What follows belongs to an exercise in optimizing a design on an open flow for small area; a production flow would make more cautious choices.
At most, simulation tests tie the RTL to the original design; equivalence was not proved.

Design multiple_rounds, start of the top module:
module multiple_rounds #(parameter N = 32, parameter M = 20)(
  input clk, input rst,
  input wire [N-1:0] a,
  input wire [N-1:0] b,
  input wire [N-1:0] c,
  input wire [N-1:0] d,
  output wire [N-1:0] a_out,
  output wire [N-1:0] b_out,
  output wire [N-1:0] c_out,
  output wire [N-1:0] d_out,
  output reg ready);
export LEC_CHECK = 0
export CAP_MARGIN = 20
export CORE_MARGIN = 2
export CORE_UTILIZATION = 60
export CTS_BUF_LIST = sky130_fd_sc_hd__clkbuf_16
export CTS_CLUSTER_DIAMETER = 60
export CTS_CLUSTER_SIZE = 20
export PLACE_DENSITY = 0.7
export SLEW_MARGIN = 20
create_clock -name core_clock -period 18.0 [get_ports {clk}]
standard.sh (not shown) runs the stock make flow with config.mk's settings and CLKGATE_MAP_FILE= SYNTH_SCRIPT=/design/flow/synth_recipe.tcl, a recipe that flattens the netlist after the stock synthesis.
==> flow/flow/run.sh <==
#!/bin/bash
# The standard layout, with minimum-size buffers on the ports instead of
# the delay-cell buffers buffer_ports picks by default. The whole make output
# is kept in standard_flow.log; ORFS keeps each tool's log under orfs/logs/.
bash standard.sh "BUFFER_PORTS_ARGS=-buffer_cell sky130_fd_sc_hd__buf_1" finish > standard_flow.log 2>&1
Next try:
==> flow/run.sh (new file) <==
#!/bin/bash
# synth_recipe.tcl (not shown) runs the flow's synth.tcl, then flattens the netlist and writes it again
# the make line also repeats each setting of config.mk as NAME=value (left out here)
make -C /OpenROAD-flow-scripts/flow DESIGN_CONFIG=/design/flow/config.mk WORK_HOME=/design/flow/orfs CLKGATE_MAP_FILE= SYNTH_SCRIPT=/design/flow/synth_recipe.tcl finish
CTS_BUF_LIST = unset   (was sky130_fd_sc_hd__clkbuf_16)
CTS_CLUSTER_DIAMETER = unset   (was 60)
CTS_CLUSTER_SIZE = unset   (was 20)
removed: flow/flow/run.sh
removed: flow/standard.sh
The changed run finished clean.
Cell count is higher by 0.69%.
Global-route usage went up by 0.11 points.
Die area stays the same.
Maximum frequency hardly moves.
Non-clock buffer count went down by 12.
Synthesized area is unchanged.
Setup slack degrades by 0.053 ns.
Routed wire length climbs by 1.8%.
Final area goes up by 3.2%.
Register-to-register slack loses 0.05 ns.

* * *

Setup of run a:
Another version of the RTL of multiple_rounds (not shown whole).
Size: about 8100 cells after synthesis, roughly 0.085 mm^2 of cells after synthesis.
Settings: LEC_CHECK=0, CAP_MARGIN=0, CORE_MARGIN=2, CORE_UTILIZATION=60, GPL_TIMING_DRIVEN=1, PLACE_DENSITY=0.7, SLEW_MARGIN=0, SYNTH_HIERARCHICAL=1, SYNTH_MINIMUM_KEEP_SIZE=0; clock period 18.0 ns.
run.sh (not shown) runs the stock make flow with config.mk's settings and CLKGATE_MAP_FILE= SYNTH_SCRIPT=/design/flow/synth_recipe.tcl, a recipe that flattens the netlist after the stock synthesis.
Stock flow here: none of the scripts above is used.
Flow for run a halted at 5_1_grt, error code GRT-0232.
The inputs of run b differ from those of run a as listed below.
# run a
export LEC_CHECK = 0
export CAP_MARGIN = 0
export CORE_MARGIN = 2
export CORE_UTILIZATION = 60
export GPL_TIMING_DRIVEN = 1
export PLACE_DENSITY = 0.7
export SLEW_MARGIN = 0
export SYNTH_HIERARCHICAL = 1
export SYNTH_MINIMUM_KEEP_SIZE = 0
create_clock -name core_clock -period 18.0 [get_ports {clk}]
# run b
export LEC_CHECK = 0
export CAP_MARGIN = 0
export CORE_MARGIN = 2
export CORE_UTILIZATION = 80
export GPL_ROUTABILITY_DRIVEN = 0
export GPL_TIMING_DRIVEN = 1
export PLACE_DENSITY = 0.9
export SLEW_MARGIN = 0
export SYNTH_HIERARCHICAL = 1
export SYNTH_MINIMUM_KEEP_SIZE = 0
create_clock -name core_clock -period 18.0 [get_ports {clk}]
### Flow results
Summary of run b over run a: total CTS buffers decreased about 4.7%; placed wire-length estimate moved up; area fraction in and, or, nand and nor cells after synthesis saw little to no change; cell count after placement went down.
Run b did not finish; a tool error ended it in 4_1_cts.
Compared to run a, run b has die boundary width about 13% lower.
Cmp run b and run a / chip height / higher: run a
Comparing run b and run a, the higher effective utilization at floorplan was measured on run b.
Reported for run b and run a, count of distinct cell types in the synthesized netlist turned out identical to the last digit.
Looking at pre-CTS setup slack across run b and run a, the one that comes out higher is run a.
No functional check of the RTL was part of any run of this note.

* * *

## oak
The RTL this note starts from:
==> flow/design.v <==
module chacha20_quarter#(parameter N = 32)(
    input wire [N-1:0] a,
    input wire [N-1:0] b,
    input wire [N-1:0] c,
    input wire [N-1:0] d,
    output wire [N-1:0] a_out,
    output wire [N-1:0] b_out,
    output wire [N-1:0] c_out,
    output wire [N-1:0] d_out
);
function [N-1:0] rotate_left;
    input [N-1:0] value;
    input integer amount;
    begin
        rotate_left = (value << amount) | (value >> (32 - amount));
    end
endfunction
function [31:0] add32;
    input [31:0] x, y;
    reg [31:0] g, p, G, P, G2, P2;
    integer i, s;
    begin
        g = x & y; p = x ^ y;
        G = g; P = p;
        for (s = 1; s < 32; s = s * 2) begin
            G2 = G; P2 = P;
            for (i = 0; i < 32; i = i + 1)
                if ((i / s) % 2 == 1) begin
                    G2[i] = G[i] | (P[i] & G[(i / s) * s - 1]);
                    P2[i] = P[i] & P[(i / s) * s - 1];
                end
            G = G2; P = P2;
        end
        add32 = p ^ {G[30:0], 1'b0};
    end
endfunction
wire [N-1:0] a1, b1, c1, d1, a2, b2, c2, d2;
assign a1 = add32(a, b);
assign d1 = rotate_left(d ^ a1, 16);
assign c1 = add32(c, d1);
assign b1 = rotate_left(b ^ c1, 12);
assign a2 = add32(a1, b1);
assign d2 = rotate_left(d1 ^ a2, 8);
assign c2 = add32(c1, d2);
assign b2 = rotate_left(b1 ^ c2, 7);
assign a_out = a2;
assign b_out = b2;
assign c_out = c2;
assign d_out = d2;
endmodule
module multiple_rounds#(parameter N = 32, parameter M= 20)(
  input clk, input rst,
  input wire [N-1:0] a,
  input wire [N-1:0] b,
  input wire [N-1:0] c,
  input wire [N-1:0] d,
  output wire [N-1:0] a_out,
  output wire [N-1:0] b_out,
  output wire [N-1:0] c_out,
  output wire [N-1:0] d_out,
  output reg ready);
  reg [4*N-1:0] hold_0;
  reg [10:1] valid;
  genvar i;
  generate for (i = 0; i < 10; i = i + 1) begin : rounds
    wire [4*N-1:0] cur;
    wire [4*N-1:0] nxt;
    reg [4*N-1:0] hold;
    if (i == 0) begin : first
      assign cur = hold_0;
    end else begin : later
      assign cur = rounds[i-1].hold;
    end
    chacha20_quarter #(.N(N)) qr(.a(cur[4*N-1:3*N]), .b(cur[3*N-1:2*N]),
                                 .c(cur[2*N-1:N]), .d(cur[N-1:0]),
                                 .a_out(nxt[4*N-1:3*N]), .b_out(nxt[3*N-1:2*N]),
                                 .c_out(nxt[2*N-1:N]), .d_out(nxt[N-1:0]));
    always @(posedge clk)
      hold <= nxt;
  end endgenerate
  always @(posedge clk)
    hold_0 <= {a, b, c, d};
  always @(posedge clk or negedge rst) begin
    if (~rst) begin
      ready <= 1'b0;
      valid <= 10'b0;
    end else begin
      ready <= 1'b1;
      valid <= {valid[9:1], ready};
    end
  end
  assign {a_out, b_out, c_out, d_out} = rounds[9].hold & {4*N{valid[10]}};
endmodule
export LEC_CHECK = 0
export CAP_MARGIN = 20
export CORE_MARGIN = 2
export CORE_UTILIZATION = 60
export CTS_BUF_LIST = sky130_fd_sc_hd__clkbuf_4 sky130_fd_sc_hd__clkbuf_8
export PLACE_DENSITY = 0.7
export SLEW_MARGIN = 20
create_clock -name core_clock -period 18.0 [get_ports {clk}]
standard.sh (not shown) runs the stock make flow with config.mk's settings and CLKGATE_MAP_FILE= SYNTH_SCRIPT=/design/flow/synth_recipe.tcl, a recipe that flattens the netlist after the stock synthesis.
==> flow/flow/run.sh <==
#!/bin/bash
# The standard layout, with minimum-size buffers on the ports instead of
# the delay-cell buffers buffer_ports picks by default. The whole make output
# is kept in standard_flow.log; ORFS keeps each tool's log under orfs/logs/.
bash standard.sh "BUFFER_PORTS_ARGS=-buffer_cell sky130_fd_sc_hd__buf_1" finish > standard_flow.log 2>&1
Input changes introduced in pine (baseline for comparison: oak):
==> flow/run.sh (new file) <==
#!/bin/bash
# synth_recipe.tcl (not shown) runs the flow's synth.tcl, then flattens the netlist and writes it again
# the make line also repeats each setting of config.mk as NAME=value (left out here)
make -C /OpenROAD-flow-scripts/flow DESIGN_CONFIG=/design/flow/config.mk WORK_HOME=/design/flow/orfs CLKGATE_MAP_FILE= SYNTH_SCRIPT=/design/flow/synth_recipe.tcl finish
removed: flow/flow/run.sh
removed: flow/standard.sh
Results
oak -> pine: routed wire length per instance flat. pine: post-route clock period utilization 2.7 points above oak. On pine: worst endpoint data arrival time is 500 ps higher than what oak gave.
Setup changes, pine to birch
- PLACE_DENSITY: 0.7 -> 0.6
- CTS_BUF_LIST: sky130_fd_sc_hd__clkbuf_4 sky130_fd_sc_hd__clkbuf_8 -> unset
- CORE_UTILIZATION: 60 -> 45
Results
Run comparison: birch origin of the worst setup path rounds[7].hold[64]; pine origin of the worst setup path hold_0[64]. birch against pine: global routing usage on met3 fell by 4.3 points; number of placed instances with taps included rose by 5.8%; worst hold slack across all endpoints stayed essentially flat; routability-driven placement congestion ratio fell by 1.7%.
Setup changes, birch to maple
- a change of CORE_UTILIZATION from 45 to 70
- an added CTS_BUF_LIST of sky130_fd_sc_hd__clkbuf_2 sky130_fd_sc_hd__clkbuf_4
- a change of PLACE_DENSITY from 0.6 to 0.8
[summary]
maple ended with every stage complete and zero timing, DRC or antenna violations. No stage failed in birch, and the final checks on the layout all came back clean. Against birch, maple reports a detailed route wirelength on metal2 that is lower. NOTE: critical path's largest stage delay in maple falls short of that of birch. maple vs. birch: number of signal-net buffers in the layout now sits lower; global-route usage now larger.

* * *

Setup of v35:
Another version of the RTL of multiple_rounds (not shown whole).
Size: about 1400 flip-flops, ~0.085 mm2 of cells after synthesis.
// multiple_rounds
module multiple_rounds #(parameter N = 32, parameter M = 20)(
  input clk, input rst,
  input wire [N-1:0] a,
  input wire [N-1:0] b,
  input wire [N-1:0] c,
  input wire [N-1:0] d,
  output wire [N-1:0] a_out,
  output wire [N-1:0] b_out,
  output wire [N-1:0] c_out,
  output wire [N-1:0] d_out,
  output reg ready);
  wire k0_s0;
  wire k0_s1;
  wire k0_s2;
  wire k0_s3;
  wire k0_s4;
  wire k0_s5;
  wire k0_s6;
  wire k0_s7;
  wire k0_s8;
  wire k0_s9;
  wire k0_s10;
  wire k0_s11;
  wire k0_s12;
  wire k0_s13;
  wire k0_s14;
  wire k0_s15;
  wire k0_s16;
  wire k0_s17;
  wire k0_s18;
  wire k0_s19;
  wire k0_s20;
  wire k0_s21;
  wire k0_s22;
  wire k0_s23;
  wire k0_s24;
  wire k0_s25;
  wire k0_s26;
  wire k0_s27;
  wire k0_s28;
  wire k0_s29;
  wire k0_s30;
  wire k0_s31;
  wire k0_z16;
  wire k0_z17;
  wire k0_z18;
  wire k0_z19;
  wire k0_z20;
  wire k0_z21;
  wire k0_z22;
  wire k0_z23;
  wire k0_z24;
  wire k0_z25;
  wire k0_z26;
  wire k0_z27;
  wire k0_z28;
  wire k0_z29;
  wire k0_z30;
  wire k0_z31;
  wire k0_z0;
  wire k0_z1;
  wire k0_z2;
  wire k0_z3;
  wire k0_z4;
  wire k0_z5;
  wire k0_z6;
  wire k0_z7;
  wire k0_z8;
  wire k0_z9;
  wire k0_z10;
  wire k0_z11;
  wire k0_z12;
  wire k0_z13;
  wire k0_z14;
  wire k0_z15;
  wire k1_s0;
  wire k1_s1;
  ...
==> flow/config.mk <==
export PLATFORM = sky130hd
export DESIGN_NAME = multiple_rounds
export DESIGN_NICKNAME = multiple_rounds
export VERILOG_FILES = /design/flow/design.v
export SDC_FILE = /design/flow/constraint.sdc
export NUM_CORES = 4
export LEC_CHECK = 0
export CAP_MARGIN = 20
export CORE_MARGIN = 2
export CORE_UTILIZATION = 60
export CTS_BUF_LIST = sky130_fd_sc_hd__clkbuf_16
export CTS_CLUSTER_DIAMETER = 70
export CTS_CLUSTER_SIZE = 30
export PLACE_DENSITY = 0.7
export SLEW_MARGIN = 20
==> flow/constraint.sdc <==
create_clock -name core_clock -period 18.0 [get_ports {clk}]
set_input_delay 3.6000 -clock core_clock [delete_from_list [all_inputs] [get_ports {clk}]]
set_output_delay 3.6000 -clock core_clock [all_outputs]
set_load 0.01 [all_outputs]
==> flow/flow/run.sh <==
#!/bin/bash
# The standard layout, with minimum-size buffers on the ports instead of
# the delay-cell buffers buffer_ports picks by default. The whole make output
# is kept in standard_flow.log; ORFS keeps each tool's log under orfs/logs/.
bash standard.sh "BUFFER_PORTS_ARGS=-buffer_cell sky130_fd_sc_hd__buf_1" finish > standard_flow.log 2>&1
Input changes introduced in v46 (baseline for comparison: v35):
- CTS_CLUSTER_SIZE changed from 30 to 25
- CTS_CLUSTER_DIAMETER changed from 70 to 60
Notes after the runs:
- Diff v35 -> v46: number of enable flip-flop cells after synthesis roughly the same, sequential share of layout area went down, utilization increased by 0.59 points relative to the old numbers.
- Sort v46 and v35 by via-per-instance ratio asc -> top: v35
- Diff v46..v35 | maximum operating frequency | negligible
The inputs of v50 differ from those of v46 as listed below.
- CTS_CLUSTER_SIZE now 20, was 25
## What came out
Total length of routed wires (lower): v46. v50 vs. v46: setup slack of the critical path after layout went down by 0.13 ns. Number of non-clock buffers in the layout for v50 is higher than for v46. v50 vs v46: maximum clock frequency down.
Edits applied to the flow inputs when going from v50 to v27:
- a change of CTS_CLUSTER_SIZE from 20 to 30
- a change of CTS_BUF_LIST from sky130_fd_sc_hd__clkbuf_16 to sky130_fd_sc_hd__clkbuf_8 sky130_fd_sc_hd__clkbuf_16
- a change of CTS_CLUSTER_DIAMETER from 60 to 70
[summary]
v27 completed every stage of the flow, and the final layout passed the timing, design-rule and antenna checks. Measured against each other, v50 and v27 differ in hold slack, the lower figure coming from v50.
diff inputs: v27 => v52
- a change of CTS_CLUSTER_SIZE from 30 to 35
- a change of CTS_BUF_LIST from sky130_fd_sc_hd__clkbuf_8 sky130_fd_sc_hd__clkbuf_16 to sky130_fd_sc_hd__clkbuf_16
- a change of CTS_CLUSTER_DIAMETER from 70 to 75
Notes after the runs:
- The flow did not stop early for v52: all stages ran, and the layout cleared the timing, design-rule and antenna checks.
- Side by side, final worst slack turned out higher in v52 than in v27.
- Looking at v52 and v27, the total via count after detailed routing is a wash.
- Per the comparison of v52 with v27, number of buffers inserted during clock tree synthesis went down by 7; area of the multi-input gates flat; final area held steady.
- Any difference in utilization between v52 and v27 is small enough to ignore.

-- separate check: timing with driven ports --
The results above use ideal ports. As a check the final layouts listed here were re-extracted and re-timed, cells and wires unchanged. Step 1, drivers: a clkbuf_16 drives clk and a buf_2 each remaining input, both assumed. Step 2 also shifts input and output timing later by t, the mid clock arrival at the registers, as if the neighbouring blocks saw the same clock. Three values: ideal, step 1, step 2; two values: the first two.
run | shift t [ns] | setup slack, ns | hold slack, ns | clock arrival spread, ns | slew at the worst register clock pin (ns)
the first run of note 1 | 0.844 | 0.336 / 0.336 / 0.336 | 0.295 / 0.295 / 0.295 | 0.071 / 0.071 | 0.09 / 0.09
the second run of note 1 | 0.901 | 0.283 / 0.283 / 0.283 | 0.324 / 0.324 / 0.324 | 0.073 / 0.072 | 0.08 / 0.08
oak | 1.042 | 4.344 / 4.344 / 4.344 | 0.350 / 0.350 / 0.350 | 0.085 / 0.085 | 0.08 / 0.08
pine | 1.062 | 3.863 / 3.863 / 3.863 | 0.350 / 0.350 / 0.350 | 0.084 / 0.083 | 0.08 / 0.08
birch | 0.938 | 3.505 / 3.505 / 3.505 | 0.349 / 0.349 / 0.349 | 0.044 / 0.043 | 0.07 / 0.07
maple | 1.442 | 4.408 / 4.408 / 4.408 | 0.339 / 0.339 / 0.339 | 0.173 / 0.172 | 0.09 / 0.09
v35 | 0.842 | 0.421 / 0.421 / 0.016 | 0.336 / 0.336 / 0.336 | 0.089 / 0.088 | 0.12 / 0.12
v46 | 0.867 | 0.377 / 0.377 / 0.057 | 0.325 / 0.325 / 0.325 | 0.101 / 0.101 | 0.10 / 0.10
v50 | 0.866 | 0.246 / 0.246 / 0.047 | 0.308 / 0.308 / 0.308 | 0.096 / 0.096 | 0.09 / 0.09
v27 | 0.834 | 0.285 / 0.285 / 0.103 | 0.336 / 0.336 / 0.336 | 0.091 / 0.091 | 0.12 / 0.12
v52 | 0.837 | 0.429 / 0.429 / 0.079 | 0.340 / 0.340 / 0.340 | 0.069 / 0.069 | 0.12 / 0.12
After both steps every run listed still meets setup and hold. The setup slack of v35, which loses most, moves by 0.000 ns with the drivers and by -0.405 ns with both steps.
